This is an optimization exercise on Yosys and OpenROAD, whose aim is small area and a short achievable clock period, not a production implementation.
Where RTL was checked, it was by simulation tests only, not by an equivalence proof against the original.
No functional check of the RTL was part of run 5.
Power figures rest on the tool's default switching activity, not on a simulated workload.

==> flow/design.v <==
module mips(
	input clk,
	input rst,
	output [31:0] imem_addr,
	input [31:0] imem_data,
	output [17:0] dmem_addr,
	output [31:0] dmem_wdata,
	output dmem_we,
	output dmem_re,
	input [31:0] dmem_rdata,
	output wb_en,
	output [4:0] wb_addr,
	output [31:0] wb_data);
	wire [5:0] op = imem_data[31:26];
	wire [4:0] rs = imem_data[25:21];
	wire [4:0] rt = imem_data[20:16];
	wire [4:0] rd = imem_data[15:11];
	wire [5:0] fn = imem_data[5:0];
	wire [15:0] imm = imem_data[15:0];
	wire r_type = (op == 6'b000000);
	wire i_addi = (op == 6'b000010);
	wire i_subi = (op == 6'b000001);
	wire i_andi = (op == 6'b000100);
	wire i_ori  = (op == 6'b000101);
	wire i_slti = (op == 6'b000111);
	wire i_lw   = (op == 6'b001000);
	wire i_lb   = (op == 6'b001001);
	wire i_sw   = (op == 6'b010000);
	wire i_sb   = (op == 6'b010001);
	wire i_move = (op == 6'b100010);
	wire i_beq  = (op == 6'b100011);
	wire i_bne  = (op == 6'b100111);
	wire f_add = (fn == 6'b000010);
	wire f_sub = (fn == 6'b000011);
	wire f_or  = (fn == 6'b000101);
	wire f_slt = (fn == 6'b000111);
	wire f_and = ~(f_add | f_sub | f_or | f_slt);
	wire load  = i_lw | i_lb;
	wire store = i_sw | i_sb;
	wire reg_write = r_type | i_addi | i_subi | i_andi | i_ori | i_slti | load | i_move;
	wire [4:0] waddr = r_type ? rd : rt;
	wire s_sum = (r_type & (f_add | f_sub)) | i_addi | i_subi;
	wire s_or  = (r_type & f_or) | i_ori;
	wire s_and = (r_type & f_and) | i_andi;
	wire s_slt = (r_type & f_slt) | i_slti;
	wire sub, use_rt;
	ctl_fast u_ctl (.op(op), .fn0(fn[0]), .sub(sub), .use_rt(use_rt));
	reg [31:0] regs [1:31];
	wire [31:1] sa, sb;
	wire [31:0] ra_n, rb_n;
	rf_dec dec_a (.a(rs), .sel(sa));
	rf_dec dec_b (.a(rt), .sel(sb));
	genvar k, m;
	generate
		for (m = 0; m < 32; m = m + 1) begin : g_rd
			wire [31:1] col;
			for (k = 1; k < 32; k = k + 1) begin : g_col
				assign col[k] = regs[k][m];
			end
			rf_rdbit rd_a (.sel(sa), .d(col), .q_n(ra_n[m]));
			rf_rdbit rd_b (.sel(sb), .d(col), .q_n(rb_n[m]));
		end
	endgenerate
	wire [31:0] wdata;
	wire [17:0] sum;
	wire eq;
	alu_dp dp (
		.a_n(ra_n), .rb_n(rb_n), .imm(imm), .use_rt(use_rt), .sub(sub),
		.s_sum(s_sum), .s_or(s_or), .s_and(s_and), .s_slt(s_slt),
		.s_mv(i_move), .s_ld(load), .lb(i_lb), .rdata(dmem_rdata),
		.wdata(wdata), .sum(sum), .eq(eq));
	wire we = reg_write & ~rst & (waddr != 5'd0);
	generate
		for (k = 1; k < 32; k = k + 1) begin : g_reg
			always @(posedge clk)
				if (we && waddr == k)
					regs[k] <= wdata;
		end
	endgenerate
	reg [31:0] pc;
	wire [31:0] pc_next;
	wire taken = (i_beq & eq) | (i_bne & ~eq);   
	pc_step u_pc (.pc(pc), .imm(imm), .taken(taken), .pc_next(pc_next));
	always @(posedge clk)
		if (rst)
			pc <= 32'd0;
		else
			pc <= pc_next;
	assign imem_addr  = pc;
	assign dmem_addr  = sum[17:0];
	assign dmem_wdata = {i_sb ? 24'd0 : ~rb_n[31:8], ~rb_n[7:0]};
	assign dmem_we    = store & ~rst;
	assign dmem_re    = load;
	assign wb_en      = we;
	assign wb_addr    = waddr;
	assign wb_data    = wdata;
endmodule
module pc_step(
	input [31:0] pc,
	input [15:0] imm,
	input taken,
	output [31:0] pc_next);
	wire [15:0] lo1, lob, hi1;
	wire c1, cb, ch;
	pc_inc16 u_lo1 (.a(pc[15:0]), .y(lo1), .co(c1));
	pc_add16 u_lob (.a(pc[15:0]), .b(imm), .y(lob), .co(cb));
	pc_inc16 u_hi1 (.a(pc[31:16]), .y(hi1), .co(ch));
	wire up = taken ? cb : c1;
	assign pc_next = {up ? hi1 : pc[31:16], taken ? lob : lo1};
endmodule
module pc_inc16(
	input [15:0] a,
	output [15:0] y,
	output co);
	wire [16:0] c;
	assign c[0] = 1'b1;
	genvar i;
	generate
		for (i = 0; i < 16; i = i + 1) begin : g_ha
			pc_ha u (.a(a[i]), .b(c[i]), .s(y[i]), .co(c[i+1]));
		end
	endgenerate
	assign co = c[16];
endmodule
module pc_add16(
	input [15:0] a,
	input [15:0] b,
	output [15:0] y,
	output co);
	wire [16:0] c;
	assign c[0] = 1'b1;
	genvar i;
	generate
		for (i = 0; i < 16; i = i + 1) begin : g_fa
			pc_fa u (.a(a[i]), .b(b[i]), .ci(c[i]), .s(y[i]), .co(c[i+1]));
		end
	endgenerate
	assign co = c[16];
endmodule
module pc_ha(input a, input b, output s, output co);
	assign s = a ^ b;
	assign co = a & b;
endmodule
module pc_fa(input a, input b, input ci, output s, output co);
	assign s = a ^ b ^ ci;
	assign co = (a & b) | (a & ci) | (b & ci);
endmodule
module ctl_fast(
	input [5:0] op,
	input fn0,
	output sub,
	output use_rt);
	wire r_type = ~|op;
	assign sub = (op[0] & ~op[3] & ~op[4]) | (r_type & fn0);
	assign use_rt = op[5] | ~|op[4:0];
endmodule
module rf_dec(
	input [4:0] a,
	output [31:1] sel);
	genvar k;
	generate
		for (k = 1; k < 32; k = k + 1) begin : g_sel
			assign sel[k] = (a == k);
		end
	endgenerate
endmodule
module rf_rdbit(
	input [31:1] sel,
	input [31:1] d,
	output q_n);
	wire [10:0] t;
	genvar k;
	generate
		for (k = 0; k < 10; k = k + 1) begin : g_aoi
			rf_aoi222 u (.a0(sel[3*k+1]), .b0(d[3*k+1]), .a1(sel[3*k+2]), .b1(d[3*k+2]),
				.a2(sel[3*k+3]), .b2(d[3*k+3]), .y(t[k]));
		end
	endgenerate
	rf_nand2 u_n (.a(sel[31]), .b(d[31]), .y(t[10]));
	wire [2:0] u;
	rf_nand4 u_0 (.a(t[0]), .b(t[1]), .c(t[2]), .d(t[3]), .y(u[0]));
	rf_nand4 u_1 (.a(t[4]), .b(t[5]), .c(t[6]), .d(t[7]), .y(u[1]));
	rf_nand3 u_2 (.a(t[8]), .b(t[9]), .c(t[10]), .y(u[2]));
	rf_nor3 u_3 (.a(u[0]), .b(u[1]), .c(u[2]), .y(q_n));
endmodule
module rf_aoi222(input a0, input b0, input a1, input b1, input a2, input b2, output y);
	assign y = ~((a0 & b0) | (a1 & b1) | (a2 & b2));
endmodule
module rf_nand2(input a, input b, output y);
	assign y = ~(a & b);
endmodule
module rf_nand3(input a, input b, input c, output y);
	assign y = ~(a & b & c);
endmodule
module rf_nand4(input a, input b, input c, input d, output y);
	assign y = ~(a & b & c & d);
endmodule
module rf_nor3(input a, input b, input c, output y);
	assign y = ~(a | b | c);
endmodule
module rf_inv(input a, output y);
	assign y = ~a;
endmodule
module rf_nor2(input a, input b, output y);
	assign y = ~(a | b);
endmodule
module rf_aoi21(input a0, input a1, input b, output y);
	assign y = ~((a0 & a1) | b);
endmodule
module rf_oai21(input a0, input a1, input b, output y);
	assign y = ~((a0 | a1) & b);
endmodule
module alu_dp(
	input [31:0] a_n,
	input [31:0] rb_n,
	input [15:0] imm,
	input use_rt,
	input sub,
	input s_sum,
	input s_or,
	input s_and,
	input s_slt,
	input s_mv,
	input s_ld,
	input lb,
	input [31:0] rdata,
	output [31:0] wdata,
	output [17:0] sum,
	output eq);
	wire [31:0] k1 = {32{use_rt}} | {16'd0, imm};
	wire [31:0] k0 = {32{~use_rt}} & {16'd0, imm};
	wire [31:0] ai, bi, p, g;
	wire [32:1] c_n;
	wire eq_n;
	dp_xor32 u_ai (.a(a_n), .b({32{~sub}}), .y(ai));
	dp_mux32 u_bi (.s(rb_n), .d0(k1), .d1(k0), .y(bi));
	dp_xor32 u_p (.a(ai), .b(bi), .y(p));
	dp_and32 u_g (.a(ai), .b(bi), .y(g));
	dp_carry u_c (.p(p), .g(g), .c_n(c_n), .eq_n(eq_n));
	dp_wb u_wb (.a_n(a_n), .bi(bi), .p(p), .c_n(c_n), .sub(sub), .s_sum(s_sum), .s_or(s_or),
		.s_and(s_and), .s_slt(s_slt), .s_mv(s_mv), .s_ld(s_ld), .lb(lb),
		.rdata(rdata), .wdata(wdata), .sum(sum));
	assign eq = ~eq_n;
endmodule
module dp_mux32(
	input [31:0] s,
	input [31:0] d0,
	input [31:0] d1,
	output [31:0] y);
	assign y = (s & d1) | (~s & d0);
endmodule
module dp_xor32(
	input [31:0] a,
	input [31:0] b,
	output [31:0] y);
	assign y = a ^ b;
endmodule
module dp_and32(
	input [31:0] a,
	input [31:0] b,
	output [31:0] y);
	assign y = a & b;
endmodule
module dp_carry(
	input [31:0] p,
	input [31:0] g,
	output [32:1] c_n,
	output eq_n);
	wire [31:0] G [0:5];
	wire [31:0] P [0:5];
	assign G[0] = g;
	assign P[0] = p;
	genvar l, i;
	generate
		for (l = 0; l < 5; l = l + 1) begin : g_lvl
			for (i = 0; i < 32; i = i + 1) begin : g_bit
				if (i >= (1 << l)) begin : g_op
					if (l % 2 == 0) begin : g_aoi
						rf_aoi21 ug (.a0(P[l][i]), .a1(G[l][i - (1 << l)]), .b(G[l][i]), .y(G[l+1][i]));
					end else begin : g_oai
						rf_oai21 ug (.a0(P[l][i]), .a1(G[l][i - (1 << l)]), .b(G[l][i]), .y(G[l+1][i]));
					end
					if (i >= (2 << l) || i + 1 == (2 << l) || (i == 31 && l == 4)) begin : g_p
						if (l % 2 == 0) begin : g_nand
							rf_nand2 up (.a(P[l][i]), .b(P[l][i - (1 << l)]), .y(P[l+1][i]));
						end else begin : g_nor
							rf_nor2 up (.a(P[l][i]), .b(P[l][i - (1 << l)]), .y(P[l+1][i]));
						end
					end
				end else begin : g_pass
					rf_inv ug (.a(G[l][i]), .y(G[l+1][i]));
				end
			end
		end
	endgenerate
	assign c_n = G[5];
	assign eq_n = P[5][31];
endmodule
module dp_wb(
	input [31:0] a_n,
	input [31:0] bi,
	input [31:0] p,
	input [32:1] c_n,
	input sub,
	input s_sum,
	input s_or,
	input s_and,
	input s_slt,
	input s_mv,
	input s_ld,
	input lb,
	input [31:0] rdata,
	output [31:0] wdata,
	output [17:0] sum);
	wire s_add = s_sum & ~sub;
	wire s_sbr = s_sum & sub;
	wire [31:0] ld = {lb ? 24'd0 : rdata[31:8], rdata[7:0]};
	wire [31:0] a = ~a_n;
	wire [31:0] x_common = ({32{s_mv}} & a) | ({32{s_ld}} & ld) |
	                       ({32{s_or}} & (a | bi)) | ({32{s_and}} & (a & bi));
	wire [31:0] x0 = x_common | ({32{s_add}} & p) | ({32{s_sbr}} & ~p);
	wire [31:0] x1 = x_common | ({32{s_add}} & ~p) | ({32{s_sbr}} & p);
	wire [31:1] wsel;
	dp_mux31 u_w (.s(c_n[31:1]), .d0(x1[31:1]), .d1(x0[31:1]), .y(wsel));
	assign wdata = {wsel, s_slt ? ~c_n[32] : x0[0]};
	assign sum = {p[17:1] ^ ~c_n[17:1], p[0]};
endmodule
module dp_mux31(
	input [31:1] s,
	input [31:1] d0,
	input [31:1] d1,
	output [31:1] y);
	assign y = (s & d1) | (~s & d0);
endmodule
==> flow/flow/run.sh <==
#!/bin/bash
set -euo pipefail
bash standard.sh SETUP_SLACK_MARGIN=6 \
	"BUFFER_PORTS_ARGS=-buffer_cell sky130_fd_sc_hd__buf_2" \
	finish > flow_make.log 2>&1
==> flow/standard.sh <==
#!/bin/bash
# synth_recipe.tcl (not shown) runs the flow's synth.tcl, then flattens the netlist and writes it again
# the make line also repeats each setting of config.mk as NAME=value (left out here)
make -C /OpenROAD-flow-scripts/flow DESIGN_CONFIG=/design/flow/config.mk WORK_HOME=/design/flow/orfs CLKGATE_MAP_FILE= SYNTH_SCRIPT=/design/flow/synth_recipe.tcl "${@:-finish}"
==> flow/config.mk <==
export PLATFORM = sky130hd
export DESIGN_NAME = mips
export DESIGN_NICKNAME = mips
export VERILOG_FILES = /design/flow/design.v
export SDC_FILE = /design/flow/constraint.sdc
export NUM_CORES = 4
export LEC_CHECK = 0
export CAP_MARGIN = 20
export CORE_MARGIN = 2
export CORE_UTILIZATION = 50
export CTS_CLUSTER_DIAMETER = 80
export CTS_CLUSTER_SIZE = 20
export PLACE_DENSITY = 0.6
export SLEW_MARGIN = 20
export SYNTH_HIERARCHICAL = 1
export TNS_END_PERCENT = 5
==> flow/constraint.sdc <==
create_clock -name core_clock -period 16.0 [get_ports {clk}]
set_input_delay 3.2000 -clock core_clock [delete_from_list [all_inputs] [get_ports {clk}]]
set_output_delay 3.2000 -clock core_clock [all_outputs]
set_load 0.01 [all_outputs]
==> results of run 1 <==
==> cell families (layout without fill, tap and decap cells) <==
kind of cell / Yosys count / after routing
muxes: 101 / 130
and+or+nand+nor: 820 / 820
adders and majority gates: 48 / 48
other: 4 / 40
AOI/OAI and AO/OA: 894 / 894
buffers and inverters: 95 / 622
xor gates and xnor gates: 114 / 114
DFF: 1024 / 1024
==> where the power goes <==
group,internal [mW],switching [mW]
combinational,0.467,0.950
sequential,2.98,0.00283
clock,0.692,0.893
==> state kept, by name (all words and copies together) (netlist names) <==
register / cells
regs: 992
pc: 32
==> Yosys stat by module (local to each module, per instance), excerpt <==
module / flops+latches / cells inside / copies in the design
alu_dp: 0 / 38 / 1
dp_and32: 0 / 32 / 1
dp_mux31: 0 / 31 / 1
dp_wb: 0 / 267 / 1
mips: 1024 / 1229 / 1
pc_add16: 0 / 1 / 1
pc_ha: 0 / 1 / 32
pc_inc16: 0 / 1 / 2
pc_step: 0 / 36 / 1
rf_dec: 0 / 46 / 2
rf_inv: 0 / 1 / 31
rf_nand3: 0 / 1 / 64
rf_nor2: 0 / 1 / 46
rf_nor3: 0 / 1 / 64
rf_oai21: 0 / 1 / 54
==> path summary, 6_finish.rpt <==
kind,start,to,slack (ns),depth (start not counted)
worst max register to register,pc[0],pc[19],8.34,19
worst min-delay path,pc[25],pc[25],0.64,2
worst min register to register,pc[25],pc[25],0.64,2
worst max-delay path,imem_data[19],wb_data[29],5.18,14
==> Yosys cell counts, types with 4 or more instances <==
| cell type | n |
|---|---|
| edfxtp_1 | 992 |
| a222oi_1 | 640 |
| nand2_1 | 170 |
| nor2_1 | 155 |
| nand4_1 | 131 |
| nand3_1 | 97 |
| nor2b_1 | 86 |
| a21oi_2 | 75 |
| mux2_4 | 73 |
| nor3_2 | 71 |
| xor2_1 | 65 |
| o21ai_1 | 54 |
| xnor2_1 | 49 |
| inv_1 | 46 |
| and2_1 | 33 |
| o211ai_1 | 33 |
| o21ai_0 | 33 |
| dfxtp_1 | 32 |
| ha_1 | 32 |
| clkbuf_1 | 24 |
| mux2_2 | 24 |
| a2bb2oi_2 | 18 |
| fa_1 | 16 |
| or2_1 | 16 |
| nor3_1 | 15 |
| a2bb2oi_1 | 11 |
| buf_2 | 7 |
| buf_6 | 7 |
| nand3b_1 | 7 |
| buf_4 | 6 |
| or3b_4 | 6 |
| or2_2 | 5 |
| a21o_1 | 4 |
| a21oi_1 | 4 |
| conb_1 | 4 |
| nand2b_1 | 4 |
==> layer usage <==
metal / wire, um / vias up / track usage
li1: - / 15000 / -
met1: 73000 / 19800 / 0.550
met2: 89300 / 4196 / 0.613
met3: 43500 / 824 / 0.246
met4: 13100 / 36 / 0.199
met5: 691 / - / 0
==> critical path, stage by stage <==
cell and delay, ns:
buf_8 0.13, nand2b_4 0.28, buf_4 0.18, nor2_4 0.04, buf_8 0.19, a222oi_1 0.45
nand4_1 0.52, nor3_4 0.47, mux2_4 0.36, xor2_2 0.31, xnor2_1 0.13, o211ai_1 0.80
mux2_4 0.34, buf_2 0.14
==> through the flow <==
step	instances	area (um^2)	util	power, mW	hold WS, ns
after floorplan	3115	47300	-	3.60	0.662
after global placement	4618	50600	0.542	3.96	0.605
after detailed placement	4618	50600	0.542	3.97	0.620
after CTS	4893	56200	0.602	5.84	0.646
after global routing	4929	56700	0.608	6.07	0.677
final	4946	56700	0.608	5.98	0.641
==> layout make-up <==
cell class | count | area [um^2] | share of cell area
Timing Repair Buffer | 499 | 4090 | 0.0721
Sequential cell | 1024 | 30400 | 0.536
Antenna cell | 21 | 52.6 | 0.000926
Inverter | 46 | 213 | 0.00375
Tap cell | 1254 | 1570 | 0.0277
Clock buffer | 68 | 1510 | 0.0266
Clock inverter | 9 | 148 | 0.00260
Multi-Input combinational cell | 2025 | 18700 | 0.330
==> timing repair <==
item / in CTS / in global routing
pin swaps: 164 / 60
buffers inserted: 158 / 30
setup endpoints to repair: 50 / 65
cloned: 40 / 2
gates resized for setup: 362 / 45
==> summary.txt, run 1 <==
Leak - 19.0 nW
Mapped Area - 47000 um^2
Setup WS pre-CTS - 4.14 ns
DR iter-0 viols - 10500
Crit-path max FO - 32
Top_reg_cell synth - edfxtp_1
Adder-cell share of the synthesized area - 0.0153
All-Layer GR Usage - 0.437
Vias in the first global route - 37200
# DRC - 0
XOR/XNOR share of the synthesized area - 0.0212
VDD IR max - 0.103 mV
Commonest non-fill, non-tap cell in the layout - edfxtp_1
Final ANT Viol Nets - 0
Largest net degree at the start of global routing - 49
Post-synthesis instance total - 3100
Initial Utilization - 0.504
Post-Synth Simple-Gate Area - 0.0971
Top cells by area, synth - edfxtp_1 63%, a222oi_1 14%, mux2_4 2.3%, nand4_1 1.7%, nor3_2 1.5%
Number of buffers created by CTS - 59
Ports - 188
Final Max Slew Viols - 0
Crit path DAT - 7.62 ns
Outcome - timing/DRC/antenna clean
PD cells - 105 nW/um^2
Drt wl/cell - 44.4 um
Area fraction in compound gates after synthesis - 0.178
# clock sinks - 1024
CTS clk-pin slew, worst paths - 0.08 ns
Clock skew - 0.0591 ns
Mux cell area share after synthesis - 0.0302
Max Cap Viol - 0
Ratio of cells with drive above 1 in the final layout - 0.311
Most frequent cells in the layout - 992 x edfxtp_1, 640 x a222oi_1, 250 x buf_4
Crit path capture type - output port
DRT Pass-1 Iters - 17
Initial antenna violation count - 30
Hold buffer count at CTS - 0
Period Utilization, post-route - 0.676
Synthesis-to-layout area growth - 20.7%
Slew HR - 0.253
CTS H-tree lvls - 2
Tmin final - 10.82 ns
Crit start category - input pin
Worst-Skew Late Latency - 0.75 ns
Worst path required time - 12.80 ns
Final number of hold-violating endpoints - 0
Layout fillers - 7133
PortBufs - 187
Detail Placement HPWL - 120 mm
Clk buf depth - 3
Crit path kind - in -> out
Chip Height - 311 um
Core Region - 93300 um^2
Yosys reg bits - 1024
Slew at the pin with the worst max-slew slack - 1.09 ns
Via count - 39900
Seq/Total Area, Yosys - 0.647
Placer Congestion - 1.02
Async SR Flop Fraction - 0
Yosys Warn Count - 9
Drt total wl - 219 mm
Achievable Freq - 92.4 MHz
EDFF count, synth - 992
Global-route wire length before repair - 295 mm
Hold Path Class - reg -> reg
TritonCTS clock tree - built
Nets - 3769
RSZ-0062 raised after global routing - yes
Gr ovfl total - 0
Die Area - 96500 um^2
Vias per cell - 8.06
Rows - 112
Largest family of logic cells by synthesized area - compound AO/OA/AOI/OAI gates
Area fraction of the dominant cell type after synthesis - 0.633
Root buffer cell - clkbuf_16
Final Setup Violations - 0
Syn avg cell area - 15.2 um^2
Synth unique cells - 76
Largest area contributor in the netlist - edfxtp_1
Die Wd - 311 um
Final WS setup - 5.18 ns
TNS Setup - 0 ns
==> run 2: changes to the inputs <==
==> flow/flow/run.sh (replaced) <==
#!/bin/bash
set -euo pipefail
bash standard.sh SETUP_SLACK_MARGIN=7 \
	"BUFFER_PORTS_ARGS=-buffer_cell sky130_fd_sc_hd__buf_2" \
	finish > flow_make.log 2>&1
==> run 2 against run 1 <==
Wire length is 1.0% lower. Combinational power hardly changed. Still clean. Non-clock buffer count is 20 higher. Synthesized area stayed put. First-iteration DRC count is 5.3% lower. Critical path type unchanged. Critical endpoint is now wb_data[23]. Final cell count is 0.10% higher. Maximum frequency is 0.56% lower. Cell area is 0.92% higher.
==> summary.txt, run 2 <==
Crit path kind - in -> out
TNS Setup - 0 ns (unchanged)
Area fraction of the dominant cell type after synthesis - 0.633 (unchanged)
Yosys Warn Count - 9 (unchanged)
Hold Path Class - reg -> reg
Biggest register - regs
Gr ovfl total - 0 (unchanged)
Max Cap Viol - 0 (unchanged)
DRT Pass-1 Iters - 12 (-5)
Initial antenna violation count - 12 (-60%)
Final number of hold-violating endpoints - 0 (unchanged)
Initial Utilization - 0.504 (unchanged)
EDFF count, synth - 992 (unchanged)
Async SR Flop Fraction - 0 (unchanged)
Most frequent cells in the layout - 992 x edfxtp_1, 640 x a222oi_1, 245 x buf_4
Vias in the first global route - 36700 (-1.3%)
CTS clk-pin slew, worst paths - 0.07 ns (about the same)
Rows - 112 (unchanged)
PD cells - 105 nW/um^2 (-0.17%)
Vias per cell - 7.97 (-1.2%)
CP bufs+invs - 5 (+1)
Synthesis-to-layout area growth - 21.8%
Hold buffer count at CTS - 0 (unchanged)
Post-synthesis instance total - 3100 (unchanged)
RSZ-0062 raised after global routing - yes
Final std cells w/o fill - 4951 (+0.10%)
Final WS setup - 5.12 ns (-0.0604 ns)
Seq/Total Area, Yosys - 0.647 (unchanged)
Top cells by area, synth - edfxtp_1 63%, a222oi_1 14%, mux2_4 2.3%, nand4_1 1.7%, nor3_2 1.5%
Syn avg cell area - 15.2 um^2 (unchanged)
Die Area - 96500 um^2 (unchanged)
Worst path required time - 12.80 ns (about the same)
Final Setup Violations - 0 (unchanged)
Cells along the critical path - buf_12, nand2b_4, buf_4, nor2_4, buf_12, a222oi_1, nand4_1, nor3_4, buf_6, mux2_4, xor2_4, a21oi_4, o21ai_2, a21oi_2, o21ai_1, a21oi_2, mux2_4, buf_6
Largest stage delay on the critical path - 0.72 ns (-0.08 ns)
Achievable Freq - 91.9 MHz (-0.56%)
Die Wd - 311 um (unchanged)
Ports - 188 (unchanged)
Max FFs per register - 992 (unchanged)
Top Registers - regs (992), pc (32)
VDD IR max - 0.102 mV (-1.1%)
Root buffer cell - clkbuf_16
PortBufs - 187 (unchanged)
Most frequent cell after synthesis - edfxtp_1
Leak - 19.1 nW (+0.84%)
Synth cell count leaders - 992 x edfxtp_1, 640 x a222oi_1, 170 x nand2_1
All-Layer GR Usage - 0.430 (-0.00745)
Largest net degree at the start of global routing - 49 (unchanged)
Outcome - timing/DRC/antenna clean
Top_reg_cell synth - edfxtp_1
Via count - 39500 (-1.1%)
Crit-path max FO - 9 (-72%)
Final ANT Viol Nets - 0 (unchanged)
Period Utilization, post-route - 0.680 (+0.00378)
Tmin final - 10.88 ns (+0.0604 ns)
Mapped Area - 47000 um^2 (unchanged)
Clock skew - 0.0545 ns (-0.00455 ns)
TritonCTS clock tree - built
Ratio of cells with drive above 1 in the final layout - 0.319 (+0.00763)
CTS H-tree lvls - 2 (unchanged)
# clock sinks - 1024 (unchanged)
Crit path DAT - 7.68 ns (+0.06 ns)
Slew HR - 0.214 (-0.0394)
Setup WS pre-CTS - 4.07 ns (-0.0710 ns)
Commonest non-fill, non-tap cell in the layout - edfxtp_1
Detail Placement HPWL - 122 mm (+1.8%)
Slew at the pin with the worst max-slew slack - 1.18 ns (+0.0903 ns)
Cells after DPL - 4621 (+0.065%)
# DRC - 0 (unchanged)
Worst-Skew Late Latency - 0.75 ns (about the same)
Crit path capture type - output port
Chip Height - 311 um (unchanged)
DR iter-0 viols - 9990 (-5.3%)
Largest area contributor in the netlist - edfxtp_1
Clk buf depth - 3 (unchanged)
Global-route wire length before repair - 291 mm (-1.1%)
Nets - 3788 (+0.50%)
Drt wl/cell - 43.9 um (-1.1%)
Synth unique cells - 76 (unchanged)
Crit start category - input pin
Top delay family on crit path - simple AND/OR/NAND/NOR gates
Yosys reg bits - 1024 (unchanged)
Drt total wl - 217 mm (-1.0%)
Placer Congestion - 1.05 (+3.2%)
Slowest CP cell - nand4_1
Final Max Slew Viols - 0 (unchanged)
Worst hold margin - 0.623 ns (-0.0177 ns)
Core Region - 93300 um^2 (unchanged)
Number of buffers created by CTS - 60 (+1.7%)
run 2: logic make-up (layout without fill, tap and decap cells):
family | count (synthesis) | after routing | synth area share
flops | 1024 | 1024 | 0.647
compound gates | 894 | 894 | 0.178
simple gates | 820 | 820 | 0.0971
xor+xnor | 114 | 114 | 0.0212
mux | 101 | 128 | 0.0302
buf+inv | 95 | 649 | 0.0103
fa+ha+maj | 48 | 48 | 0.0153
other cells | 4 | 20 | 0.000319
run 2: final cells by class:
cell class | instances | area (um^2)
fillers | 7029 | 36100
flip-flops and latches | 1024 | 30400
multi-input cells | 2023 | 18900
repair buffers | 519 | 4420
clock buffers | 73 | 1590
well taps | 1254 | 1570
inverters | 46 | 200
clock inverters | 11 | 136
diodes | 1 | 2.50
run 2: worst min-delay path, cell delays in order, from the launching register on:
cell	delay, ns
dfxtp_1	0.34
mux2_2	0.14
nor2b_1	0.11
run 2: repair_timing:
action | in CTS | in global routing
cloned | 34 | 8
setup buffers | 162 | 41
pin swaps | 183 | 65
resized for setup | 372 | 40
endpoints found under the setup margin | 99 | 82
run 2: worst paths after layout:
check / slack (ns) / to / from / depth (start not counted)
hold / removal: 0.62 / pc[16] / pc[16] / 2
hold reg to reg: 0.62 / pc[16] / pc[16] / 2
setup / recovery: 5.12 / wb_data[23] / imem_data[19] / 18
setup reg to reg: 8.26 / pc[30] / pc[0] / 19
run 2: per-module statistics from Yosys, one instance, submodules excluded, a selection:
module	cells inside	flip-flops and latches	area (um^2)
pc_fa	1	0	20.0
rf_oai21	1	0	5.00
alu_dp	38	0	241
ctl_fast	5	0	38.8
dp_wb	267	0	1920
dp_mux31	31	0	465
pc_ha	1	0	12.5
rf_inv	1	0	3.75
run 2: where the power goes:
part / internal [mW] / switching, mW / leakage, nW
combinational: 0.481 / 0.936 / 8.83
sequential: 2.98 / 0.00288 / 9.44
clock: 0.724 / 0.907 / 0.843
total: 4.18 / 1.85 / 19.1
run 2: through the flow:
step | instance area, um^2 | utilization | total power [mW]
global placement | 51000 | 0.547 | 3.99
detailed placement | 51000 | 0.547 | 4.00
finish | 57300 | 0.614 | 6.03
global route | 57300 | 0.614 | 6.13
CTS | 56500 | 0.606 | 5.91
floorplan | 47700 | - | 3.61
run 2: metal layers:
layer / up-vias / routed length (um) / track usage
met1: 19500 / 70800 / 0.548
met3: 817 / 37800 / 0.157
met5: - / 46 / 0
met4: 8 / 18700 / 0.279
li1: 15000 / - / -
met2: 4150 / 89900 / 0.620
==> run 3: changes to the inputs <==
==> flow/run.sh (new file) <==
#!/bin/bash
# synth_recipe.tcl (not shown) runs the flow's synth.tcl, then flattens the netlist and writes it again
# the make line also repeats each setting of config.mk as NAME=value (left out here)
make -C /OpenROAD-flow-scripts/flow DESIGN_CONFIG=/design/flow/config.mk WORK_HOME=/design/flow/orfs CLKGATE_MAP_FILE= SYNTH_SCRIPT=/design/flow/synth_recipe.tcl finish
--- a/flow/config.mk
+++ b/flow/config.mk
@@ -12,4 +12,5 @@
 export CTS_CLUSTER_SIZE = 20
 export PLACE_DENSITY = 0.6
+export SETUP_SLACK_MARGIN = 5
 export SLEW_MARGIN = 20
 export SYNTH_HIERARCHICAL = 1
removed: flow/flow/run.sh
removed: flow/standard.sh
==> run 3 against run 2 <==
Via count decreased by 0.75%. Combinational power increased by 5%. Sequential share of layout area increased by 0.29 points. Final cell count decreased by 0.42%. Synthesized cell count unchanged. Critical path depth decreased by 2. Synthesized area unchanged. Utilization decreased by 0.33 points. Clock power decreased by 2%. First-iteration DRC count decreased by 1.5%. Critical path type unchanged. Largest power group unchanged.
==> summary.txt, run 3 <==
Largest stage delay on the critical path - 0.55 ns (-0.17 ns)
Ratio of cells with drive above 1 in the final layout - 0.262 (-0.0574)
Period Utilization, post-route - 0.702 (+0.0219)
CP bufs+invs - 5 (unchanged)
Tmin final - 11.23 ns (+0.351 ns)
Chip Height - 311 um (unchanged)
Hold buffer count at CTS - 0 (unchanged)
Ports - 188 (unchanged)
Hold Path Class - reg -> reg
Syn avg cell area - 15.2 um^2 (unchanged)
Die Area - 96500 um^2 (unchanged)
Slew HR - 0.216 (+0.00241)
Placer Congestion - 0.996 (-5.3%)
Crit path kind - in -> out
Worst r2r path cells - 19 (unchanged)
Crit path top cell by count - buf_4
Final WS setup - 4.77 ns (-0.351 ns)
Clock skew - 0.103 ns (+0.0487 ns)
Worst Hold Depth - 2 (unchanged)
Worst R2R Start - pc[0]
Top delay family on crit path - simple AND/OR/NAND/NOR gates
Final ANT Viol Nets - 0 (unchanged)
Crit-path max FO - 32 (+23)
Top cells by area, synth - edfxtp_1 63%, a222oi_1 14%, mux2_4 2.3%, nand4_1 1.7%, nor3_2 1.5%
Detail Placement HPWL - 121 mm (-1.5%)
Max FFs per register - 992 (unchanged)
Synthesis-to-layout area growth - 21.1%
Initial antenna violation count - 22 (+10)
Yosys reg bits - 1024 (unchanged)
Worst min-delay path endpoint - pc[30]
Achievable Freq - 89.0 MHz (-3.1%)
Seq/Total Area, Yosys - 0.647 (unchanged)
CTS H-tree lvls - 2 (unchanged)
Worst path required time - 12.80 ns (about the same)
Via count - 39200 (-0.75%)
All-Layer GR Usage - 0.427 (-0.00297)
Crit path capture type - output port
Async SR Flop Fraction - 0 (unchanged)
Cells along the critical path - clkbuf_4, nand2b_4, buf_4, nor2_4, buf_4, a222oi_1, nand4_1, nor3_2, mux2_4, xor2_4, buf_4, xnor2_1, nand2_1, nand3_1, mux2_4, clkdlybuf4s50_1
Initial Utilization - 0.504 (unchanged)
TNS Setup - 0 ns (unchanged)
Post-synthesis instance total - 3100 (unchanged)
Synth cell count leaders - 992 x edfxtp_1, 640 x a222oi_1, 170 x nand2_1
PD cells - 106 nW/um^2 (+1.1%)
Final Setup Violations - 0 (unchanged)
Gr ovfl total - 0 (unchanged)
Top_reg_cell synth - edfxtp_1
Number of buffers created by CTS - 60 (unchanged)
# clock sinks - 1024 (unchanged)
Commonest non-fill, non-tap cell in the layout - edfxtp_1
Most frequent cell after synthesis - edfxtp_1
CP Launch Point - imem_data[19]
# DRC - 0 (unchanged)
Final std cells w/o fill - 4930 (-0.42%)
Final Max Slew Viols - 0 (unchanged)
PortBufs - 187 (unchanged)
Cells after DPL - 4634 (+0.28%)
Global-route wire length before repair - 288 mm (-1.1%)
Area fraction of the dominant cell type after synthesis - 0.633 (unchanged)
Clk buf depth - 3 (unchanged)
Drt wl/cell - 43.5 um (-0.78%)
Slew at the pin with the worst max-slew slack - 1.14 ns (-0.0363 ns)
Worst-Skew Late Latency - 0.76 ns (about the same)
Largest area contributor in the netlist - edfxtp_1
Final number of hold-violating endpoints - 0 (unchanged)
DRT Pass-1 Iters - 15 (+3)
Nets - 3767 (-0.55%)
Power Total - 6.06 mW (+0.60%)
Layout fillers - 7172 (+2.0%)
Min-delay src - pc[30]
Synth unique cells - 76 (unchanged)
Biggest register - regs
EDFF count, synth - 992 (unchanged)
Setup WS pre-CTS - 3.12 ns (-0.951 ns)
Slowest CP cell - nand4_1
Root buffer cell - clkbuf_16
Crit path DAT - 8.03 ns (+0.35 ns)
Vias per cell - 7.94 (-0.32%)
RSZ-0062 raised after global routing - yes
Rows - 112 (unchanged)
DR iter-0 viols - 9845 (-1.5%)
R2r endpoint - pc[17]
CTS clk-pin slew, worst paths - 0.08 ns (about the same)
Top Registers - regs (992), pc (32)
Leak - 18.8 nW (-1.6%)
VDD IR max - 0.107 mV (+5.6%)
Outcome - timing/DRC/antenna clean
Crit start category - input pin
Max Cap Viol - 0 (unchanged)
Mapped Area - 47000 um^2 (unchanged)
Vias in the first global route - 35900 (-2.2%)
Reg-to-reg setup timing slack - 7.95 ns (-0.31 ns)
Largest net degree at the start of global routing - 35 (-29%)
Drt total wl - 215 mm (-1.2%)
Yosys Warn Count - 9 (unchanged)
Die Wd - 311 um (unchanged)
Post-Route Utilization - 0.610 (-0.00328)
TritonCTS clock tree - built
Most frequent cells in the layout - 992 x edfxtp_1, 640 x a222oi_1, 262 x buf_4
Core Region - 93300 um^2 (unchanged)
==> run 3: cell counts after synthesis <==
Identical to the previous run, type by type.
==> run 3: layout make-up <==
class,instances,area (um^2),area share
Sequential cell,1024,30400,0.534
Multi-Input combinational cell,2025,18600,0.326
Timing Repair Buffer,496,4480,0.0787
Tap cell,1254,1570,0.0275
Clock buffer,61,1510,0.0264
Inverter,46,208,0.00365
Clock inverter,10,169,0.00297
Antenna cell,14,35.0,0.000615
==> run 3: metrics by stage <==
step                area, um^2  hold slack (ns)
global placement         51600            0.601
detailed placement       51600            0.627
global route             56900            0.687
floorplan                47100            0.662
finish                   57000            0.640
CTS                      56400            0.657
==> run 3: metal layers <==
layer / vias to the layer above / routed length, um / global-route usage
met3: 780 / 42000 / 0.234
met1: 19400 / 73300 / 0.549
li1: 15000 / - / -
met4: 24 / 12500 / 0.179
met2: 3951 / 86800 / 0.596
met5: - / 164 / 0.00296
==> run 3: kinds of logic (layout without fill, tap and decap cells) <==
| logic type | Yosys count | after routing | synth area share |
|---|---|---|---|
| flip-flops | 1024 | 1024 | 0.647 |
| AO/OA/AOI/OAI | 894 | 894 | 0.178 |
| AND/OR/NAND/NOR | 820 | 820 | 0.0971 |
| XOR/XNOR | 114 | 114 | 0.0212 |
| multiplexers | 101 | 130 | 0.0302 |
| buffers and inverters | 95 | 613 | 0.0103 |
| adder cells (fa/ha/maj) | 48 | 48 | 0.0153 |
| other | 4 | 33 | 0.000319 |
==> run 3: what timing repair did <==
item | CTS | global route
pin swaps | 157 | 49
setup buffers | 144 | 34
gates resized for setup | 317 | 89
gates cloned | 30 | 3
endpoints found under the setup margin | 50 | 65
==> run 3: worst max-delay path by stage <==
stage / end / cells past startpoint / slack, ns
floorplan: wb_data[0] / 14 / 5.17
global placement: wb_data[0] / 17 / 3.14
detailed placement: wb_data[0] / 17 / 3.12
CTS: wb_data[6] / 18 / 4.81
global route: wb_data[24] / 18 / 4.83
finish: wb_data[7] / 16 / 4.77
==> run 3: modules after synthesis, one instance, submodules excluded, a selection <==
module,times used,cells inside,flops+latches
alu_dp,1,38,0
ctl_fast,1,5,0
dp_and32,1,32,0
dp_xor32,2,32,0
mips,1,1229,1024
pc_add16,1,1,0
pc_step,1,36,0
rf_nand3,64,1,0
rf_nand4,128,1,0
rf_oai21,54,1,0
==> run 3: tightest hold or removal path, cell delays in order, from the launching register on <==
cell and delay (ns):
dfxtp_1 0.35, mux2_2 0.14, nor2b_1 0.11
==> run 3: power breakdown <==
part | switching (mW) | internal (mW)
logic | 0.959 | 0.535
clock network | 0.903 | 0.686
registers | 0.00286 | 2.98
==> run 4: changes to the inputs <==
==> flow/flow/run.sh (new file) <==
#!/bin/bash
set -euo pipefail
bash standard.sh SETUP_SLACK_MARGIN=6 \
	"BUFFER_PORTS_ARGS=-buffer_cell sky130_fd_sc_hd__buf_2" \
	finish > flow_make.log 2>&1
==> flow/standard.sh (new file) <==
#!/bin/bash
# synth_recipe.tcl (not shown) runs the flow's synth.tcl, then flattens the netlist and writes it again
# the make line also repeats each setting of config.mk as NAME=value (left out here)
make -C /OpenROAD-flow-scripts/flow DESIGN_CONFIG=/design/flow/config.mk WORK_HOME=/design/flow/orfs CLKGATE_MAP_FILE= SYNTH_SCRIPT=/design/flow/synth_recipe.tcl "${@:-finish}"
--- a/flow/config.mk
+++ b/flow/config.mk
@@ -8,9 +8,8 @@
 export CAP_MARGIN = 20
 export CORE_MARGIN = 2
-export CORE_UTILIZATION = 50
+export CORE_UTILIZATION = 60
 export CTS_CLUSTER_DIAMETER = 80
 export CTS_CLUSTER_SIZE = 20
-export PLACE_DENSITY = 0.6
-export SETUP_SLACK_MARGIN = 5
+export PLACE_DENSITY = 0.72
 export SLEW_MARGIN = 20
 export SYNTH_HIERARCHICAL = 1
removed: flow/run.sh
==> run 4 against run 3 <==
Final cell count fell by 4.4%. Sequential share of layout area rose by 0.80 points. First-iteration DRC count rose by 17%. Clock skew fell by 0.033 ns. Still clean on timing, DRC and antenna. Combinational power fell by 7%. Wire length fell by 5.0%. Largest cell class unchanged. Global-route usage rose by 5.9 points. Worst hold slack got worse by 0.0022 ns.
==> summary.txt, run 4 <==
Drt total wl - 204 mm (-5.0%)
Tmin final - 10.78 ns (-0.456 ns)
Switching Power - 1.80 mW (-3.5%)
Post-synthesis instance total - 3100 (unchanged)
Yosys Warn Count - 9 (unchanged)
Number of buffers created by CTS - 59 (-1.7%)
Power Total - 5.94 mW (-1.9%)
Vias per cell - 8.52 (+7.3%)
Period Utilization, post-route - 0.674 (-0.0285)
Final ANT Viol Nets - 0 (unchanged)
Chip Height - 284 um (-8.6%)
Hold Path Class - reg -> reg
Max Cap Viol - 0 (unchanged)
Cells along the critical path - buf_12, nand2b_4, buf_4, nor2_4, clkbuf_16, a222oi_1, nand4_1, nor3_4, mux2_4, and2_1, a21oi_2, o21ai_2, a21oi_2, o21ai_4, inv_4, mux2_4, buf_2
Final Max Slew Viols - 0 (unchanged)
Root buffer cell - clkbuf_16
Crit path DAT - 7.58 ns (-0.45 ns)
Top Registers - regs (992), pc (32)
CP bufs+invs - 5 (unchanged)
Outcome - timing/DRC/antenna clean
Detail Placement HPWL - 107 mm (-11%)
Rows - 102 (-8.9%)
Final number of hold-violating endpoints - 0 (unchanged)
Synthesis-to-layout area growth - 19.3%
Clock skew - 0.0706 ns (-0.0327 ns)
Syn avg cell area - 15.2 um^2 (unchanged)
Async SR Flop Fraction - 0 (unchanged)
Initial antenna violation count - 15 (-32%)
Clock power frac - 0.265 (+0.003)
Vias in the first global route - 37900 (+5.6%)
Core Region - 77500 um^2 (-17%)
VDD IR max - 0.114 mV (+5.8%)
Slew at the pin with the worst max-slew slack - 1.04 ns (-0.103 ns)
Largest stage delay on the critical path - 0.63 ns (+0.08 ns)
Worst-Skew Late Latency - 0.72 ns (-0.04 ns)
Top cells by area, synth - edfxtp_1 63%, a222oi_1 14%, mux2_4 2.3%, nand4_1 1.7%, nor3_2 1.5%
Synth unique cells - 76 (unchanged)
Achievable Freq - 92.8 MHz (+4.2%)
Placer Congestion - 0.993 (-0.28%)
Ratio of cells with drive above 1 in the final layout - 0.310 (+0.0481)
Crit path kind - in -> out
CTS clk-pin slew, worst paths - 0.08 ns (about the same)
Switching part of the total - 0.303 (-0.00486)
Top delay family on crit path - simple AND/OR/NAND/NOR gates
Largest net degree at the start of global routing - 49 (+40%)
Most frequent cell after synthesis - edfxtp_1
Via count - 40200 (+2.6%)
All-Layer GR Usage - 0.486 (+0.0588)
Global-route wire length before repair - 276 mm (-4.1%)
TNS Setup - 0 ns (unchanged)
Ports - 188 (unchanged)
Crit path capture type - output port
PortBufs - 187 (unchanged)
Final Setup Violations - 0 (unchanged)
TritonCTS clock tree - built
Seq/Total Area, Yosys - 0.647 (unchanged)
Nets - 3761 (-0.16%)
Die Wd - 284 um (-8.6%)
Synth cell count leaders - 992 x edfxtp_1, 640 x a222oi_1, 170 x nand2_1
Top_reg_cell synth - edfxtp_1
Leak - 18.8 nW (+0.21%)
Mapped Area - 47000 um^2 (unchanged)
Initial Utilization - 0.607 (+0.103)
Sequential share of power - 0.501 (+0.010)
Largest area contributor in the netlist - edfxtp_1
Worst path required time - 12.80 ns (about the same)
RSZ-0062 raised after global routing - yes
EDFF count, synth - 992 (unchanged)
# clock sinks - 1024 (unchanged)
Internal power - 4.15 mW (-1.3%)
Drt wl/cell - 43.3 um (-0.59%)
Crit-path max FO - 9 (-72%)
Die Area - 80600 um^2 (-16%)
Area fraction of the dominant cell type after synthesis - 0.633 (unchanged)
Max FFs per register - 992 (unchanged)
# DRC - 0 (unchanged)
DR iter-0 viols - 11500 (+17%)
PD cells - 106 nW/um^2 (-0.48%)
Biggest register - regs
Yosys reg bits - 1024 (unchanged)
Crit start category - input pin
Gr ovfl total - 0 (unchanged)
Combinational Power Share - 0.234 (-0.013)
DRT Pass-1 Iters - 17 (+2)
Slowest CP cell - nand4_1
CTS H-tree lvls - 2 (unchanged)
Slew HR - 0.287 (+0.0706)
Commonest non-fill, non-tap cell in the layout - edfxtp_1
Clk buf depth - 3 (unchanged)
Most frequent cells in the layout - 992 x edfxtp_1, 640 x a222oi_1, 233 x buf_4
[run 4: tightest hold or removal path: cells and delay by family (launching register included)]
kind | cells | cell delay, ns
flops | 1 | 0.35
mux | 1 | 0.15
simple gates | 1 | 0.11
[run 4: power by group through the flow]
stage	logic [mW]	registers, mW	clock network, mW
floorplan	0.555	3.04	0
global placement	0.886	3.04	0
detailed placement	0.897	3.04	0
CTS	1.24	2.98	1.56
global route	1.40	2.98	1.65
finish	1.39	2.98	1.57
[run 4: layout make-up]
type                    count  area, um^2
inverters                  46         194
well taps                1040        1300
fillers                  4941       21300
multi-input cells        2025       18600
clock inverters             9         159
repair buffers            491        3910
diodes                      8        20.0
flip-flops and latches   1024       30400
clock buffers              70        1520
[run 4: what timing repair did]
| action | in CTS | in global routing |
|---|---|---|
| cloned | 30 | 10 |
| pin swaps | 186 | 81 |
| setup endpoints to repair | 49 | 65 |
| hold endpoints to repair | 0 | 0 |
| buffers inserted | 149 | 38 |
| gates resized for setup | 311 | 97 |
| hold buffers | 0 | 0 |
[run 4: logic make-up (layout without fill, tap and decap cells)]
kind of cell               after synthesis  after routing  synth area share
AOI/OAI and AO/OA                      894            894             0.178
other                                    4             27          0.000319
muxes                                  101            130            0.0302
DFF                                   1024           1024             0.647
and+or+nand+nor                        820            820            0.0971
xor gates and xnor gates               114            114            0.0212
adders and majority gates               48             48            0.0153
buffers and inverters                   95            616            0.0103
[run 4: per-layer routing]
| metal | wire (um) | vias to the layer above | track usage |
|---|---|---|---|
| met5 | 986 | - | 0.0679 |
| met4 | 16400 | 33 | 0.254 |
| met3 | 44500 | 1223 | 0.289 |
| met2 | 81500 | 4690 | 0.672 |
| met1 | 60700 | 19300 | 0.590 |
| li1 | - | 14900 | - |
[run 4: metrics by stage]
step	cells	utilization	setup WS (ns)	area (um^2)	hold slack, ns
CTS	4656	0.712	5.68	55100	0.638
global route	4708	0.724	5.39	56100	0.685
detailed placement	4398	0.649	4.60	50200	0.620
global placement	4398	0.649	4.60	50200	0.604
finish	4713	0.724	5.22	56100	0.638
floorplan	3115	-	6.00	47300	0.662
[run 4: path summary, 6_finish.rpt]
kind	start	endpoint	slack (ns)	cells after the start
max	imem_data[19]	wb_data[15]	5.22	17
min	pc[30]	pc[30]	0.64	2
max reg2reg	pc[0]	pc[19]	8.30	19
min reg2reg	pc[30]	pc[30]	0.64	2
[run 4: Yosys stat by module (local to each module, per instance), excerpt]
module    cells inside  copies in the design  flops+latches
dp_mux31            31                     1              0
dp_mux32            32                     1              0
dp_wb              267                     1              0
dp_xor32            32                     2              0
mips              1229                     1           1024
pc_inc16             1                     2              0
rf_dec              46                     2              0
rf_inv               1                    31              0
rf_nand2             1                   121              0
rf_nand4             1                   128              0
rf_oai21             1                    54              0
==> run 5: changes to the inputs <==
==> flow/design.v (replaced) <==
module mips(
	input clk,
	input rst,
	output [31:0] imem_addr,
	input [31:0] imem_data,
	output [17:0] dmem_addr,
	output [31:0] dmem_wdata,
	output dmem_we,
	output dmem_re,
	input [31:0] dmem_rdata,
	output wb_en,
	output [4:0] wb_addr,
	output [31:0] wb_data);
	wire [5:0] op = imem_data[31:26];
	wire [4:0] rs = imem_data[25:21];
	wire [4:0] rt = imem_data[20:16];
	wire [4:0] rd = imem_data[15:11];
	wire [5:0] fn = imem_data[5:0];
	wire [31:0] zimm = {16'b0, imem_data[15:0]};
	wire r_type = (op == 6'b000000);
	wire i_addi = (op == 6'b000010);
	wire i_subi = (op == 6'b000001);
	wire i_andi = (op == 6'b000100);
	wire i_ori  = (op == 6'b000101);
	wire i_slti = (op == 6'b000111);
	wire i_lw   = (op == 6'b001000);
	wire i_lb   = (op == 6'b001001);
	wire i_sw   = (op == 6'b010000);
	wire i_sb   = (op == 6'b010001);
	wire i_move = (op == 6'b100010);
	wire i_beq  = (op == 6'b100011);
	wire i_bne  = (op == 6'b100111);
	wire f_add = (fn == 6'b000010);
	wire f_sub = (fn == 6'b000011);
	wire f_or  = (fn == 6'b000101);
	wire f_slt = (fn == 6'b000111);
	wire load  = i_lw | i_lb;
	wire store = i_sw | i_sb;
	wire reg_write = r_type | i_addi | i_subi | i_andi | i_ori | i_slti | load | i_move;
	wire [4:0] waddr = r_type ? rd : rt;
	wire do_sum = (r_type & (f_add | f_sub)) | i_addi | i_subi | load | store;
	wire do_slt = (r_type & f_slt) | i_slti;
	wire do_or  = (r_type & f_or) | i_ori;
	wire sub    = (r_type & (f_sub | f_slt)) | i_subi | i_slti | i_beq | i_bne;
	wire use_rt = op[5] | r_type;
	reg [31:0] regs [1:31];
	wire [31:1] sa, sb;
	wire [31:0] ra, rb;
	genvar k, m;
	generate
		for (k = 1; k < 32; k = k + 1) begin : g_sel
			assign sa[k] = (rs == k);
			assign sb[k] = (rt == k);
		end
		for (m = 0; m < 32; m = m + 1) begin : g_rd
			wire [31:1] col;
			for (k = 1; k < 32; k = k + 1) begin : g_col
				assign col[k] = regs[k][m];
			end
			rf_rdbit rd_a (.sel(sa), .d(col), .q(ra[m]));
			rf_rdbit rd_b (.sel(sb), .d(col), .q(rb[m]));
		end
	endgenerate
	wire [31:0] a  = ra;
	wire [31:0] b  = use_rt ? rb : zimm;
	wire [31:0] bx = b ^ {32{sub}};
	wire [32:0] sum = {1'b0, a} + {1'b0, bx} + {32'd0, sub};
	wire lt = ~sum[32];
	wire eq = (ra == rb);
	wire [31:0] alu = do_sum ? sum[31:0] :
	                  do_or  ? (a | b) :
	                  do_slt ? {31'd0, lt} :
	                           (a & b);
	wire [31:0] ldata = i_lb ? {24'd0, dmem_rdata[7:0]} : dmem_rdata;
	wire [31:0] wdata = i_move ? ra : load ? ldata : alu;
	wire we = reg_write & ~rst & (waddr != 5'd0);
	generate
		for (k = 1; k < 32; k = k + 1) begin : g_reg
			always @(posedge clk)
				if (we && waddr == k)
					regs[k] <= wdata;
		end
	endgenerate
	reg [31:0] pc;
	wire [31:0] pc1 = pc + 32'd1;
	wire [31:0] pcb = pc1 + zimm;
	wire taken = (i_beq & eq) | (i_bne & ~eq);
	always @(posedge clk)
		if (rst)
			pc <= 32'd0;
		else
			pc <= taken ? pcb : pc1;
	assign imem_addr  = pc;
	assign dmem_addr  = sum[17:0];
	assign dmem_wdata = i_sb ? {24'd0, rb[7:0]} : rb;
	assign dmem_we    = store & ~rst;
	assign dmem_re    = load;
	assign wb_en      = we;
	assign wb_addr    = waddr;
	assign wb_data    = wdata;
endmodule
module rf_rdbit(
	input [31:1] sel,
	input [31:1] d,
	output q);
	assign q = |(sel & d);
endmodule
==> flow/run.sh (new file) <==
#!/bin/bash
# synth_recipe.tcl (not shown) runs the flow's synth.tcl, then flattens the netlist and writes it again
# the make line also repeats each setting of config.mk as NAME=value (left out here)
make -C /OpenROAD-flow-scripts/flow DESIGN_CONFIG=/design/flow/config.mk WORK_HOME=/design/flow/orfs CLKGATE_MAP_FILE= SYNTH_SCRIPT=/design/flow/synth_recipe.tcl finish
--- a/flow/config.mk
+++ b/flow/config.mk
@@ -8,9 +8,6 @@
 export CAP_MARGIN = 20
 export CORE_MARGIN = 2
-export CORE_UTILIZATION = 60
-export CTS_CLUSTER_DIAMETER = 80
-export CTS_CLUSTER_SIZE = 20
-export PLACE_DENSITY = 0.72
+export CORE_UTILIZATION = 40
+export SETUP_SLACK_MARGIN = 5
 export SLEW_MARGIN = 20
 export SYNTH_HIERARCHICAL = 1
-export TNS_END_PERCENT = 5
removed: flow/flow/run.sh
removed: flow/standard.sh
==> run 5 against run 4 <==
Synthesized cell count is 12% higher. Cell area up 10%. Setup slack lost 0.91 ns. Largest cell class unchanged. Still clean. Synthesized area rose by 0.80%. Largest power group unchanged. Critical path depth is 8 higher. Utilization is 20 points lower.
==> summary.txt, run 5 <==
Async SR Flop Fraction - 0 (unchanged)
CTS H-tree lvls - 3 (+1)
Initial Utilization - 0.402 (-0.205)
Period Utilization, post-route - 0.731 (+0.0571)
Rows - 126 (+24%)
Worst-Skew Late Latency - 0.72 ns (about the same)
Crit-path max FO - 6 (-3)
Synth cell count leaders - 992 x edfxtp_1, 771 x a22oi_1, 203 x nor2_1
Clock skew - 0.0348 ns (-0.0357 ns)
Die Area - 121000 um^2 (+50%)
Final number of hold-violating endpoints - 0 (unchanged)
Chip Height - 348 um (+23%)
Leak - 20.6 nW (+9.3%)
Clk buf depth - 3 (unchanged)
Clock power frac - 0.351 (+0.086)
Global-route wire length before repair - 297 mm (+7.6%)
Switching Power - 1.92 mW (+6.5%)
Seq/Total Area, Yosys - 0.642 (-0.00511)
Worst min-delay path endpoint - pc[0]
DR iter-0 viols - 7060 (-38%)
Core Region - 118000 um^2 (+52%)
Adder-cell share of the synthesized area - 0.0135 (-0.00181)
Top_reg_cell synth - edfxtp_1
All-Layer GR Usage - 0.350 (-0.136)
Drt total wl - 219 mm (+7.3%)
Worst Hold Depth - 1 (-1)
Top cells by area, synth - edfxtp_1 63%, a22oi_1 12%, a221oi_2 2.0%, nand4_1 1.9%, nand3_1 1.6%
Ports - 188 (unchanged)
Synth unique cells - 75 (-1.3%)
Biggest register - regs
Via count - 41100 (+2.4%)
Max FFs per register - 992 (unchanged)
Vias in the first global route - 38600 (+1.9%)
PortBufs - 187 (unchanged)
Gr ovfl total - 0 (unchanged)
Top Registers - regs (992), pc (32)
Detail Placement HPWL - 132 mm (+23%)
Post-Route Utilization - 0.525 (-0.199)
Initial antenna violation count - 18 (+3)
Hold buffer count at CTS - 0 (unchanged)
Sequential share of power - 0.439 (-0.062)
Most frequent cell after synthesis - edfxtp_1
Post-Synth Simple-Gate Area - 0.0917 (-0.00533)
Placer Congestion - 0.980 (-1.3%)
Root buffer cell - clkbuf_16
Final Setup Violations - 0 (unchanged)
Vias per cell - 7.09 (-17%)
Area fraction of the dominant cell type after synthesis - 0.628 (-0.00500)
XOR/XNOR share of the synthesized area - 0.0262 (+0.00501)
Slew HR - 0.230 (-0.0572)
CTS clk-pin slew, worst paths - 0.06 ns (-0.02 ns)
Most frequent cells in the layout - 992 x edfxtp_1, 762 x a22oi_1, 342 x buf_4
Die Wd - 348 um (+23%)
Worst R2R Start - regs[5][0]
Largest area contributor in the netlist - edfxtp_1
Crit start category - input pin
Final ANT Viol Nets - 0 (unchanged)
TritonCTS clock tree - built
# clock sinks - 1024 (unchanged)
TNS Setup - 0 ns (unchanged)
Achievable Freq - 85.5 MHz (-7.8%)
Largest family of logic cells by synthesized area - compound AO/OA/AOI/OAI gates
Largest net degree at the start of global routing - 45 (-8.2%)
PD cells - 112 nW/um^2 (+5.3%)
Worst path required time - 12.80 ns (about the same)
Ratio of cells with drive above 1 in the final layout - 0.253 (-0.0564)
DRT Pass-1 Iters - 9 (-8)
Reg-to-reg setup timing slack - 10.40 ns (+2.10 ns)
Switching part of the total - 0.278 (-0.0249)
Yosys Warn Count - 8 (-1)
Drt wl/cell - 37.7 um (-13%)
RSZ-0062 raised after global routing - yes
Syn avg cell area - 13.7 um^2 (-10%)
Tmin final - 11.69 ns (+0.914 ns)
Area fraction in compound gates after synthesis - 0.213 (+0.0344)
Crit path kind - in -> out
Post-synthesis instance total - 3472 (+12%)
Synthesis-to-layout area growth - 30.5%
Number of buffers created by CTS - 106 (+80%)
Mux cell area share after synthesis - 0.00496 (-0.0252)
Slew at the pin with the worst max-slew slack - 1.15 ns (+0.113 ns)
Commonest non-fill, non-tap cell in the layout - edfxtp_1
Internal power - 4.98 mW (+20%)
R2r endpoint - regs[15][4]
Worst r2r path cells - 31 (+12)
Combinational Power Share - 0.210 (-0.024)
# DRC - 0 (unchanged)
Nets - 4291 (+14%)
Crit path capture type - output port
Outcome - timing/DRC/antenna clean
Crit path DAT - 8.49 ns (+0.91 ns)
Final Max Slew Viols - 0 (unchanged)
Hold Path Class - reg -> reg
Mapped Area - 47400 um^2 (+0.80%)
Min-delay src - pc[0]
VDD IR max - 0.0907 mV (-20%)
Yosys reg bits - 1024 (unchanged)
EDFF count, synth - 992 (unchanged)
Max Cap Viol - 0 (unchanged)
run 5: cell count changes after synthesis, moves of 68 or more:
cell / previous run / this run
a21oi_1: 4 / 123
a222oi_1: 640 / 67
nor3_2: 71 / 2
mux2_4: 73 / 0
a22oi_1: 1 / 771
nor2b_1: 86 / 7
a21oi_2: 75 / 0
nand2_1: 170 / 102
run 5: layer usage:
metal	track usage	vias to the layer above	wire, um
met1	0.444	20300	76700
met3	0.136	849	34800
li1	-	16300	-
met4	0.213	12	16300
met2	0.505	3695	91000
met5	0	-	67
run 5: worst max path at each step:
stage	start	end	slack, ns	cells past startpoint
floorplan	imem_data[20]	wb_data[25]	4.99	18
global placement	imem_data[19]	wb_data[20]	1.79	25
detailed placement	imem_data[19]	wb_data[20]	1.92	25
CTS	imem_data[16]	wb_data[20]	4.50	25
global route	imem_data[16]	wb_data[30]	4.26	26
finish	imem_data[16]	wb_data[19]	4.31	25
run 5: per-module statistics from Yosys, one instance, submodules excluded:
module	flops+latches	cells inside	area [um^2]	times used
rf_rdbit	0	20	154	64
mips	1024	2192	37600	1
run 5: cells by family after synthesis:
| kind of cell | Yosys count |
|---|---|
| AO/OA/AOI/OAI | 1299 |
| flip-flops | 1024 |
| AND/OR/NAND/NOR | 835 |
| XOR/XNOR | 142 |
| buffers and inverters | 99 |
| adder cells (fa/ha/maj) | 50 |
| multiplexers | 23 |
run 5: repair_timing:
item	in CTS	in global routing
cloned	23	4
gates resized for setup	560	121
pin swaps	219	103
setup buffers	247	38
endpoints found under the setup margin	49	45
run 5: worst max-delay path: stages:
cell and delay (ns):
buf_8 0.10, buf_4 0.13, nand3b_1 0.15, buf_6 0.13, nor2_4 0.07, buf_12 0.15, buf_4 0.15, a221oi_4 0.31
nand3_1 0.14, or4_4 0.56, mux2i_4 0.21, xnor2_1 0.13, ha_4 0.34, o21a_1 0.17, o21ai_2 0.06, nand2b_1 0.12
a21oi_4 0.08, a2111oi_4 0.43, o22ai_4 0.16, buf_6 0.15, xnor2_2 0.12, a222oi_1 0.88, a21oi_2 0.19, buf_12 0.20
buf_6 0.12
run 5: final cells by class:
cell class / instances / area [um^2]
Timing Repair Buffer: 663 / 6890
Clock buffer: 136 / 2810
Tap cell: 1536 / 1920
Sequential cell: 1024 / 30400
Inverter: 27 / 101
Antenna cell: 6 / 15.0
Clock inverter: 57 / 497
Fill cell: 9637 / 55900
Multi-Input combinational cell: 2353 / 19200
run 5: metrics by stage:
stage          cells  area (um^2)  power (mW)  worst slack [ns]  hold slack [ns]
6_report        5802        61900        6.90              4.31            0.584
5_1_grt         5796        61900        7.05              4.26            0.599
4_1_cts         5752        60800        6.74              4.50            0.594
3_5_place_dp    5289        53200        4.03              1.92            0.572
3_3_place_gp    5288        53100        4.03              1.79            0.554
2_1_floorplan   3472        47900        3.57              4.99            0.543
run 5: power by group through the flow:
stage               clock [mW]  combinational, mW  sequential [mW]
floorplan                    0              0.480             3.09
global placement             0              0.942             3.09
detailed placement           0              0.946             3.09
CTS                       2.42               1.29             3.03
global route              2.53               1.49             3.03
finish                    2.42               1.45             3.03

## re-timing with driven ports
The flow's constraints put no driver on any port. The routed layouts listed below were extracted and timed again, unchanged, in two steps. Step 1 sets driving cells, clkbuf_16 on the clock port and buf_2 on the other inputs (assumed; they add their load-dependent delay and slew). Step 2 moves the port delays by t, midway between the first and last clock arrival at a register: inputs arrive t later, outputs are due t later. That takes back most of the time a late clock gives input paths. Three values: no drivers, after step 1, after step 2; two values: the first two.
| run | t, ns | setup WS [ns] | hold slack, ns | clock arrival spread, ns | worst register clock-pin slew, ns |
|---|---|---|---|---|---|
| run 1 | 0.789 | 5.176 / 5.100 / 5.100 | 0.641 / 0.641 / 0.641 | 0.059 / 0.060 | 0.09 / 0.09 |
| run 2 | 0.793 | 5.116 / 5.016 / 5.016 | 0.623 / 0.623 / 0.623 | 0.054 / 0.055 | 0.09 / 0.09 |
| run 3 | 0.778 | 4.765 / 4.729 / 4.403 | 0.640 / 0.640 / 0.640 | 0.104 / 0.103 | 0.09 / 0.09 |
| run 4 | 0.758 | 5.221 / 5.102 / 5.102 | 0.638 / 0.638 / 0.638 | 0.071 / 0.070 | 0.09 / 0.09 |
| run 5 | 0.784 | 4.307 / 4.148 / 4.148 | 0.584 / 0.584 / 0.584 | 0.035 / 0.035 | 0.07 / 0.07 |
After both steps every run listed still meets setup and hold. The setup slack of run 3, which loses most, moves by -0.036 ns with the drivers and by -0.362 ns with both steps.
